Context: an optimization exercise on an open-source flow, tuned for small area, a short achievable clock period and few clock cycles per item. The choices shown serve that exercise and are no tape-out recipe.
No functional check of the RTL was part of any run shown here.
No driver is modelled on the clock port, so clocking that relies on it looks cheaper here than on a real chip.

==> flow/design.v, too long to show whole: its modules and the start of the top module <==
// module skinny_top: 545 lines
module skinny_top (
    input               clock,
    input               reset,
    input               start,
    input [7:0]         input_plaintext,
    input [23:0]        input_tweakey,
    output              ready,
    output              done,
    output [127:0]      ciphertext
);
  // ...
==> flow/flow/run.sh <==
#!/bin/bash
# Standard ORFS layout (the standard.sh), with the resizer asked to aim for
# a setup slack margin of 6.9 ns, so it works the critical paths harder.
set -euo pipefail
bash standard.sh SETUP_SLACK_MARGIN=6.9 POST_CTS_TCL=$PWD/flow/post_cts.tcl PRE_GLOBAL_ROUTE_TCL=$PWD/flow/pre_grt.tcl POST_GLOBAL_ROUTE_TCL=$PWD/flow/post_grt.tcl GRT_MARGIN=6.95 RECOVER_MARGIN=7.0 SETUP_MOVE_SEQUENCE=unbuffer,sizeup,swap 'BUFFER_PORTS_ARGS=-buffer_cell sky130_fd_sc_hd__buf_1' finish > standard_flow.log 2>&1
==> flow/flow/post_cts.tcl <==
set block [ord::get_db_block]
set root [$block findInst clkbuf_0_clock]
if { $root != "NULL" } {
  set in_net [[$root findITerm A] getNet]
  set out_net [[$root findITerm X] getNet]
  set loads {}
  foreach it [$out_net getITerms] {
    if { [$it getInst] != $root } { lappend loads $it }
  }
  if { [llength $loads] <= 4 } {
    foreach it $loads {
      $it disconnect
      $it connect $in_net
    }
    odb::dbInst_destroy $root
    odb::dbNet_destroy $out_net
    puts "post_cts: clock port now drives [llength $loads] clock buffers directly"
  } else {
    puts "post_cts: root buffer drives [llength $loads] cells, left in place"
  }
}
if { [info exists ::env(RECOVER_MARGIN)] } {
  estimate_parasitics -placement
  set_clock_uncertainty -setup $::env(RECOVER_MARGIN) [all_clocks]
  report_worst_slack -max
  report_design_area
  repair_timing -recover_power 100
  report_worst_slack -max
  report_design_area
  set_clock_uncertainty -setup 0 [all_clocks]
  detailed_placement
  check_placement -verbose
}
==> flow/flow/post_grt.tcl <==
# Take away the temporary setup uncertainty set by pre_grt.tcl.
if { [info exists ::env(GRT_MARGIN)] } {
  set_clock_uncertainty -setup 0 [all_clocks]
  report_worst_slack -max
  report_design_area
}
==> flow/flow/pre_grt.tcl <==
# Before global route: express the resizer's setup margin as a temporary
# clock uncertainty, so that the power-recovery step that follows the timing
# repair (RECOVER_POWER) keeps the same margin.  post_grt.tcl removes it.
if { [info exists ::env(GRT_MARGIN)] } {
  set ::env(SETUP_SLACK_MARGIN) 0
  set ::env(RECOVER_POWER) 100
  set_clock_uncertainty -setup $::env(GRT_MARGIN) [all_clocks]
  puts "pre_grt: setup uncertainty $::env(GRT_MARGIN) while repairing"
}
==> flow/standard.sh <==
#!/bin/bash
# synth_recipe.tcl (not shown) runs the flow's synth.tcl, then flattens the netlist and writes it again
# the make line also repeats each setting of config.mk as NAME=value (left out here)
make -C /OpenROAD-flow-scripts/flow DESIGN_CONFIG=/design/flow/config.mk WORK_HOME=/design/flow/orfs CLKGATE_MAP_FILE= SYNTH_SCRIPT=/design/flow/synth_recipe.tcl "${@:-finish}"
==> flow/config.mk <==
export PLATFORM = sky130hd
export DESIGN_NAME = skinny_top
export DESIGN_NICKNAME = skinny_top
export VERILOG_FILES = /design/flow/design.v
export SDC_FILE = /design/flow/constraint.sdc
export NUM_CORES = 4
export LEC_CHECK = 0
export CAP_MARGIN = 20
export CORE_MARGIN = 2
export CORE_UTILIZATION = 55
export CTS_CLUSTER_DIAMETER = 120
export CTS_CLUSTER_SIZE = 24
export SLEW_MARGIN = 20
==> flow/constraint.sdc <==
create_clock -name core_clock -period 10.0 [get_ports {clock}]
set_input_delay 2.0000 -clock core_clock [delete_from_list [all_inputs] [get_ports {clock}]]
set_output_delay 2.0000 -clock core_clock [all_outputs]
set_load 0.01 [all_outputs]
==> notes.md, run 1 <==
- The run finished with no timing, DRC or antenna violations.
- Wire segments on met3 add up to 3250 um in the final route.
- By area, the combinational part of the netlist is dominated by compound AO/OA/AOI/OAI gates.
- For the pin with the worst max-slew slack, the measured transition is 1.31 ns.
- The cell area after layout is 22100 um2.
- The instance count of the mapped netlist is 1938.
- The number of tapcells is 468.
- After layout, the worst setup slack is 6.96 ns.
- After layout, the inverter instance count without clock inverters stands at 7.
- Summing the sequential cell areas from Yosys gives 52.3% of the chip area.
- Dividing the detail-routed wire length by the instance count gives 26.5 um.
- The worst setup slack after placement is 6.78 ns.
- The detailed-routed wire length on met2 is 30900 um.
- The path class of the tightest hold or removal check is flip-flop to flip-flop.
- The wire length of the first global-routing pass is 94400 um.
- The combined area of the multi-input logic cells is 9100 um2.
- For met3 alone, demand over resource in global routing was 2.80%.
- The total global-route track usage is 33.5%.
- 165 I/O pins were placed.
- The worst hold path terminates at tkv[344].
- In this run the cell area measured after placement is 20900 um2.
- The number of nets with antenna violations after routing is 0.
- The die covers 38100 um2.
- The detailed router used layers up to and including met5.
- The fraction of final cell area spent on non-clock buffers in this run is 4.67%.
- The cell depth of the worst hold path is 1.
- The combined area of all synthesized cells is 20100 um2.
- Of the total synthesized cell area, the portion taken by XOR and XNOR cells is 18.5%.
- The maximum clock skew at final layout is 0.0276 ns.
- For this block, the initial DRC count from the detailed router was 1289.
- The post-synthesis register bit count is 523.
==> run 2, diff against run 1 <==
--- a/flow/config.mk
+++ b/flow/config.mk
@@ -8,5 +8,5 @@
 export CAP_MARGIN = 20
 export CORE_MARGIN = 2
-export CORE_UTILIZATION = 55
+export CORE_UTILIZATION = 60
 export CTS_CLUSTER_DIAMETER = 120
 export CTS_CLUSTER_SIZE = 24
==> run 2 against run 1 <==
Effect of this change: global-route usage is 1.3 points higher; worst setup slack better by 0.016 ns; clock skew is 0.011 ns lower; design area is 1.6% higher; critical endpoint is now st[96]; highest routed layer is now met4.
==> notes.md, run 2 <==
- The count of maximum capacitance violations is 0 (unchanged).
- The number of failing hold endpoints at the final stage is 0 (unchanged).
- The number of failing setup endpoints in the final timing report is 0 (unchanged).
- The clock network latency to the later pin of the worst-skew pair is 0.43 ns (was 0.44 ns).
- The maximum number of pins on one net before global-route repair was 246 (was 244).
- The total congestion overflow after global routing is 0 (unchanged).
- The worst min-delay path startpoint is tkv[35] (was tkv[296]).
- The count of input and output buffers was 164 (unchanged).
- The relative slew slack is 23.1% (was 13.0%).
- The floorplan die width came to 187 um (was 195 um).
- The distinct cell type count after synthesis came to 36 (unchanged).
- The part of the Yosys area used for sequential elements is 52.3% (unchanged).
- The critical path data required time came to 10.33 ns (was 8.00 ns).
- The critical path class is flip-flop to flip-flop (was flip-flop to output port).
- The post-synthesis async set-or-reset flop share is 2.10% (unchanged).
- The number of flip-flops under the largest register name is 384 (unchanged).
- The most common cell after layout, fill and taps aside is sky130_fd_sc_hd__dfxtp_1 (unchanged).
- The final cycle utilization of the critical path is 30.2% (was 30.4%).
- The data arrival time of the worst path came to 3.35 ns (was 1.04 ns).
- Worst-path cell chain: o21a_1 > nor4_1 > mux2i_1 > mux2i_1 > xnor2_1 > xnor2_1 > xnor3_1 > a22o_1 (was clkbuf_1).
- The number of DRC markers in iteration 0 is 1380 (was 1289).
- The peak fanout along the critical path was 6 (was 4).
- The placement row count is 67 (was 70).
- The total global-route track usage is 34.9% (was 33.5%).
- The number of global-route vias before repair was 14324 (was 14294).
- The worst setup path startpoint is st[54] (was st[9]).
- The portion of synthesized cell area occupied by the leading cell type is 50.9% (unchanged).
- Largest regs: tkv (384), st (128), rc (6) (unchanged).
- The antenna diode instance count is 0 (unchanged).
- The number of warning messages in the yosys log is 5 (unchanged).
- The count of flip-flops with a built-in enable after synthesis came to 0 (unchanged).
- The critical register-to-register path startpoint is st[54] (was st[62]).
- The instance count of the mapped netlist is 1938 (unchanged).
- The HPWL reported at the end of detailed placement is 47200 um (was 49400 um).
- The DRC violation count after routing is 0 (unchanged).
- The number of iterations in the first detailed-routing pass came to 5 (was 7).
- The routed length per placed instance came to 25.7 um (was 26.5 um).
- The share of layout cells above drive strength 1 is 14.2% (was 12.3%).
- The clock sink total is 523 (unchanged).
- Top cell types by occurrence after synthesis: sky130_fd_sc_hd__dfxtp_1, sky130_fd_sc_hd__xnor2_1, sky130_fd_sc_hd__o22ai_1 (unchanged).
- The sort of element at the end of the critical path is a flip-flop (was output port).
- The area of the core is 33300 um2 (was 36300 um2).
- The net count of the mapped netlist was 1974 (unchanged).
- The combined area of all synthesized cells is 20100 um2 (unchanged).
- The utilization of the core after routing is 67.5% (was 60.9%).
- The number of nets with antenna violations after routing was 0 (unchanged).
- The most common cell in the synthesized netlist is sky130_fd_sc_hd__dfxtp_1 (unchanged).
- The total negative setup slack is 0 ns (unchanged).
- The die area came to 35000 um2 (was 38100 um2).
- The slew at the pin with the worst max-slew slack came to 1.15 ns (was 1.31 ns).
- The total via count in the routed design was 15294 (was 15138).
- The synthesis-to-finish area growth came to 11.7% (was 9.95%).
- The post-synthesis register bit count came to 523 (unchanged).
- The largest incremental delay on the critical path is 0.50 ns (was 0.41 ns).
- The initial antenna violation count came to 0 (was 1).
- The wire length of the first global-routing pass is 91600 um (was 94400 um).
- The post-synthesis average cell area is 10.4 um2 (unchanged).
- The number of top-level pins is 165 (unchanged).
- The type of the most critical hold path is flip-flop to flip-flop (unchanged).
- The maximum clock skew at final layout was 0.0168 ns (was 0.0276 ns).
- The main flop type after synthesis is sky130_fd_sc_hd__dfxtp_1 (unchanged).
- The via count normalized by instance count is 6.21 (was 6.10).
- Top area cells in the synthesized netlist: sky130_fd_sc_hd__dfxtp_1, sky130_fd_sc_hd__xnor2_1, sky130_fd_sc_hd__o22ai_1 (unchanged).
- The TritonCTS clock tree is done (unchanged).
- The weighted congestion at the end of routability-driven global placement is 0.990 (was 0.970).
- The max-slew violation count is 0 (unchanged).
- The vertical die dimension is 187 um (was 195 um).
- Outcome: complete, no violations (unchanged).
- The maximum achievable frequency came to 331 MHz (was 329 MHz).
- The most area-hungry cell type in the Yosys netlist is sky130_fd_sc_hd__dfxtp_1 (unchanged).
- The highest-delay cell along the critical path is sky130_fd_sc_hd__xnor2_1 (was sky130_fd_sc_hd__dfxtp_2).
- The register with the most flip-flops is tkv (unchanged).
- The number of nets in the layout is 2051 (was 2050).
- The clock-pin transition on the worst setup and hold timing paths is 0.10 ns (was 0.11 ns).
- Highest-count cells in the layout ignoring fill and taps: sky130_fd_sc_hd__dfxtp_1, sky130_fd_sc_hd__xnor2_1, sky130_fd_sc_hd__o22ai_1 (unchanged).
- The starting density of the core is 60.5% (was 55.4%).
- The routed wire length is 63400 um (was 65700 um).
- The final critical path time including I/O delays and setup is 3.02 ns (was 3.04 ns).
- The critical path launch point type is a flip-flop (unchanged).
[run 2: area by class of cell]
cell class / count / area, um2
Tap cell: 448 / 561
Multi-Input combinational cell: 1287 / 9090
Timing Repair Buffer: 172 / 1260
Fill cell: 2743 / 10800
Inverter: 7 / 26.3
Clock inverter: 1 / 7.51
Clock buffer: 26 / 608
Sequential cell: 523 / 10900
[run 2: final timing paths]
kind                                end  slack (ns)  cells after the start
worst min register to register  tkv[66]        0.44                      1
worst min-delay path            tkv[66]        0.44                      1
max in group asynchronous          busy        8.16                      2
min in group asynchronous         rc[3]        1.52                      2
worst max register to register   st[96]        6.98                      8
worst max-delay path             st[96]        6.98                      8
[run 2: stage by stage]
| step | std cells | setup WS (ns) | area [um2] | hold slack [ns] |
|---|---|---|---|---|
| global placement | 2435 | 6.95 | 20900 | 0.419 |
| detailed placement | 2435 | 6.91 | 20900 | 0.428 |
| floorplan | 1938 | 7.26 | 20100 | 0.413 |
| finish | 2464 | 6.98 | 22500 | 0.441 |
[run 2: logic make-up (layout without fill, tap and decap cells)]
family,Yosys count,count (layout),synth area share (%)
flops,523,523,52.3
mux,15,15,0.746
xor+xnor,411,411,18.5
simple gates,295,295,7.12
compound gates,565,565,18.6
fa+ha+maj,1,1,0.0622
buf+inv,128,206,2.61
[run 2: routing by layer]
layer | up-vias | track usage [%] | share of wire, %
li1 | 7044 | - | -
met1 | 7597 | 47.9 | 43
met2 | 537 | 55.3 | 46
met3 | 116 | 3.60 | 5.6
met4 | 0 | 17.3 | 5.7
met5 | - | 0 | 0
[run 2: critical path, delay by kind of cell (launching register included)]
kind,cells,cell delay [ns]
AOI/OAI and AO/OA,2,0.38
xor gates and xnor gates,3,1.15
DFF,1,0.38
muxes,2,0.53
and+or+nand+nor,1,0.49

-- static timing again, ports no longer ideal --
No port has a modelled driver above. Below, the same layouts with a new extraction and two added sets of constraints.
Step 1 (the two cells are an assumption about what drives the block):
set clk [get_ports {clock}]
set_driving_cell -lib_cell sky130_fd_sc_hd__clkbuf_16 $clk
set_driving_cell -lib_cell sky130_fd_sc_hd__buf_2 [delete_from_list [all_inputs] $clk]
Step 2 also shifts input and output timing later by t, the mid clock arrival at the registers, as if the neighbouring blocks saw the same clock.
Slacks: no drivers / after step 1 / after step 2; pairs: no drivers / after step 1.
run | t, ns | setup WS [ns] | hold WS [ns]
run 1 | 0.495 | 6.963 / 6.895 / 7.051 | 0.442 / 0.442 / 0.442
run 2 | 0.489 | 6.979 / 6.929 / 6.979 | 0.441 / 0.441 / 0.441
After both steps every run listed still meets setup and hold.
